What follows belongs to an exercise in optimizing a design on an open flow for small area and a short achievable clock period; a production flow would make more cautious choices.
RTL that was checked went through simulation tests only; none was proved equivalent to the original.

==> flow/design.v <==
module datapathB_behavioral
			#(parameter WLx = 8, parameter WLc = 8)
			( input signed [WLx-1:0] x,
			  input signed [WLc-1:0] a, b, c,
			  input CLK,
			  output signed [(WLx+WLc+WLc)+1:0] outR
			);
			reg signed [WLx-1:0] x1, x2;
			reg signed [WLc-1:0] a1, b1, c1, c2;
			reg signed [16:0] y2;
			reg signed [22:0] z3, z4;
			always @(posedge CLK) begin
			x1 <= x; a1 <= a; b1 <= b; c1 <= c;
			x2 <= x1; c2 <= c1;
			y2 <= a1 * x1 + b1;
			z3 <= y2 * x2 + c2;
			z4 <= z3;
			end
			assign outR = {{3{z4[22]}}, z4};
endmodule
export LEC_CHECK = 0
export CAP_MARGIN = 20
export CORE_MARGIN = 2
export CORE_UTILIZATION = 40
export SLEW_MARGIN = 20
create_clock -name core_clock -period 6.0 [get_ports {CLK}]
run.sh (not shown) runs the stock make flow with config.mk's settings and CLKGATE_MAP_FILE= SYNTH_SCRIPT=/design/flow/synth_recipe.tcl, a recipe that flattens the netlist after the stock synthesis.
Next try:
==> flow/design.v (replaced) <==
module datapathB_behavioral
			#(parameter WLx = 8, parameter WLc = 8)
			( input signed [WLx-1:0] x,
			  input signed [WLc-1:0] a, b, c,
			  input CLK,
			  output reg signed [(WLx+WLc+WLc)+1:0] outR
			);
			reg signed [(WLx+WLc-1):0] mulR1;
			reg signed [(WLx+WLc):0] addR;
			reg signed [((WLx+WLc+WLc)):0] mulR2;
			reg signed [WLx-1:0] xD1, xD2;
			reg signed [WLc-1:0] bD1, cD1, cD2, cD3;
			always @(posedge CLK) begin
			xD1 <= x;
			xD2 <= xD1;
			bD1 <= b;
			cD1 <= c;
			cD2 <= cD1;
			cD3 <= cD2;
			mulR1 <= a * x;
			addR <= mulR1 + bD1;
			mulR2 <= addR * xD2;
			outR <= mulR2 + cD3;
			end
endmodule
What happened: The changed run passed the timing, design-rule and antenna checks; register-to-register slack gets better by 360 ps; maximum frequency rises by 1.7%; design area increases by 27%; global-route usage goes up by 0.62 points; routed wire length went up by about 37%; count of clock-buffer cells in the layout goes up by 8; worst setup slack improved by 89 ps; non-clock buffer count increases by 4.
Function was not checked in any run of this note: the RTL went through the layout flow alone.


## the baseline
datapathB_behavioral, a different RTL version from the one above (not shown whole).
For scale: ~970 cells after synthesis, about 160 flip-flops, about 0.0095 mm2 of cells after synthesis.
export LEC_CHECK = 0
export CAP_MARGIN = 20
export CORE_MARGIN = 2
export CORE_UTILIZATION = 40
export CTS_BUF_LIST = sky130_fd_sc_hd__clkbuf_8
export CTS_CLUSTER_SIZE = 40
export SETUP_SLACK_MARGIN = 3.3
export SLEW_MARGIN = 20
create_clock -name core_clock -period 6.0 [get_ports {CLK}]
standard.sh (not shown) runs the stock make flow with config.mk's settings and CLKGATE_MAP_FILE= SYNTH_SCRIPT=/design/flow/synth_recipe.tcl, a recipe that flattens the netlist after the stock synthesis.
==> flow/flow/run.sh <==
#!/bin/bash
# Standard ORFS layout (standard.sh), except that every port gets a buf_2 as its port
# buffer instead of the delay buffer that buffer_ports picks by default.
set -euo pipefail
export BUFFER_PORTS_ARGS="-buffer_cell sky130_fd_sc_hd__buf_2"
bash standard.sh > standard_flow.log 2>&1
Input-level comparison between the candidate and the baseline:
--- a/flow/design.v
+++ b/flow/design.v
@@ -1,17 +1,18 @@
 module datapathB_behavioral
   #(parameter WLx = 8, parameter WLc = 8)
   ( input signed [WLx-1:0] x,
     input signed [WLc-1:0] a, b, c,
     input CLK,
     output signed [(WLx+WLc+WLc)+1:0] outR
   );
-  reg [11:0] ex2; reg [7:0] x1, c1, c2; reg [8:0] w1;
+  reg [7:0] x1, c1, c2; reg [8:0] w1;
+  reg [11:0] ex2;
   reg [15:0] yA1, yB1, y2;
-  reg [22:0] zA3, zB3, z4; reg [8:0] w3;
+  reg [5:0] zlo3; reg [16:0] zA3, zB3; reg cyk3, clo3; reg [2:0] wh3; reg [22:0] z4;
   wire [11:0] ex0 = {x[7], ((x[7] & ~x[6] & ~x[5]) | (~x[7] & x[6] & x[5])), (x[6] ^ x[5]), x[5], ((x[5] & ~x[4] & ~x[3]) | (~x[5] & x[4] & x[3])), (x[4] ^ x[3]), x[3], ((x[3] & ~x[2] & ~x[1]) | (~x[3] & x[2] & x[1])), (x[2] ^ x[1]), x[1], (x[1] & ~x[0]), x[0]};
   wire [11:0] ex1 = {x1[7], ((x1[7] & ~x1[6] & ~x1[5]) | (~x1[7] & x1[6] & x1[5])), (x1[6] ^ x1[5]), x1[5], ((x1[5] & ~x1[4] & ~x1[3]) | (~x1[5] & x1[4] & x1[3])), (x1[4] ^ x1[3]), x1[3], ((x1[3] & ~x1[2] & ~x1[1]) | (~x1[3] & x1[2] & x1[1])), (x1[2] ^ x1[1]), x1[1], (x1[1] & ~x1[0]), x1[0]};
   wire n_1;
   wire n_2;
   wire n_3;
   wire n_4;
   wire n_5;
@@ -397,20 +398,26 @@
   wire [15:0] yA = {1'b0, n_36, n_35, n_63, n_61, n_59, n_57, n_55, n_53, n_51, n_49, n_19, n_4, n_3, n_2, n_1};
   wire [15:0] yB = {1'b0, 1'b0, n_64, n_62, n_60, n_58, n_56, n_54, n_52, n_50, n_48, n_47, n_11, n_10, 1'b0, 1'b0};
   wire [22:0] zA = {n_132, n_131, n_191, n_189, n_187, n_185, n_183, n_181, n_179, n_177, n_175, n_173, n_171, n_169, n_167, n_165, n_163, n_161, n_99, n_68, n_67, n_66, n_65};
   wire [22:0] zB = {1'b0, n_192, n_190, n_188, n_186, n_184, n_182, n_180, n_178, n_176, n_174, n_172, n_170, n_168, n_166, n_164, n_162, n_160, n_159, n_83, n_82, 1'b0, 1'b0};
   wire [8:0] w0 = {b[7], b} + {2'b00, {ex0[11], 1'b0, ex0[8], 1'b0, ex0[5], 1'b0, ex0[2]}};
   wire [8:0] w2 = {c2[7], c2} + {2'b00, {ex2[11], 1'b0, ex2[8], 1'b0, ex2[5], 1'b0, ex2[2]}};
   wire [15:0] W1 = {{7{w1[8]}}, w1} + 16'd43776;
-  wire [22:0] W2 = {{14{w3[8]}}, w3} + 23'd2818048;
   wire [15:0] s1s = yA1 ^ yB1 ^ W1;
   wire [15:0] s1c = (yA1 & yB1) | (yA1 & W1) | (yB1 & W1);
-  wire [22:0] s3s = zA3 ^ zB3 ^ W2;
-  wire [22:0] s3c = (zA3 & zB3) | (zA3 & W2) | (zB3 & W2);
+  wire [5:0] Wl = w2[5:0];
+  wire [5:0] ls = zA[5:0] ^ zB[5:0] ^ Wl;
+  wire [5:0] lc = (zA[5:0] & zB[5:0]) | (zA[5:0] & Wl) | (zB[5:0] & Wl);
+  wire [6:0] lo = ls + {lc[4:0], 1'b0};
+  wire [22:0] W2f = {{14{wh3[2]}}, wh3, 6'd0} + 23'd2818048;
+  wire [16:0] Wh = W2f[22:6];
+  wire [16:0] hs = zA3 ^ zB3 ^ Wh;
+  wire [16:0] hc = (zA3 & zB3) | (zA3 & Wh) | (zB3 & Wh);
+  wire [17:0] hsum = {hs, 1'b1} + {hc[15:0], cyk3, clo3};
   always @(posedge CLK) begin
     x1 <= x; w1 <= w0; c1 <= c; yA1 <= yA; yB1 <= yB;
     ex2 <= ex1; c2 <= c1; y2 <= s1s + {s1c[14:0], 1'b0};
-    zA3 <= zA; zB3 <= zB; w3 <= w2;
-    z4 <= s3s + {s3c[21:0], 1'b0};
+    zlo3 <= lo[5:0]; clo3 <= lo[6]; cyk3 <= lc[5]; wh3 <= w2[8:6]; zA3 <= zA[22:6]; zB3 <= zB[22:6];
+    z4 <= {hsum[17:1], zlo3};
   end
   assign outR = {{3{z4[22]}}, z4};
 endmodule
Findings:
- Going from the baseline to the candidate, routed wire length up about 0.9%.
- Row met1 layer wirelength in the final routing: the candidate higher / the baseline lower
- Lower combined area of the multi-input logic cells goes to the baseline over the candidate.
- First-pass GRT wire length delta (the candidate − the baseline): unfavourable
- Vias: the candidate above the baseline
- Filler-free cell count of the finished design went up by a few percent going from the baseline to the candidate.
- Looking at final worst slack across the baseline and the candidate, the one that comes out lower is the baseline.
Only the layout flow was run in the candidate; the RTL was not checked for function there.

port drivers added, routing unchanged:
In the flow no input, the clock included, has a driving cell. The finished layouts below were timed again as built, in two steps. Step 1 assumes that a clkbuf_16 drives the clock port and a buf_2 every other input. Step 2, shift: input delay + t, output delay - t, t = (earliest + latest rising clock arrival at the registers) / 2. This alone moves slack from input paths to output paths. Slacks: ideal ports / drivers / drivers and shift; pairs: ideal ports / drivers.
run	shift t [ns]	setup slack, ns	pins driven straight from the clock port
the first run of note 1	0.397	0.663 / 0.663 / 0.663	1
the second run of note 1	0.476	0.753 / 0.779 / 0.303	1
the baseline	0.491	3.365 / 3.293 / 2.801	1
the candidate	0.494	3.389 / 3.283 / 2.789	1
After both steps every run listed still meets setup and hold. The setup slack of the candidate, which loses most, moves by -0.106 ns with the drivers and by -0.600 ns with both steps.
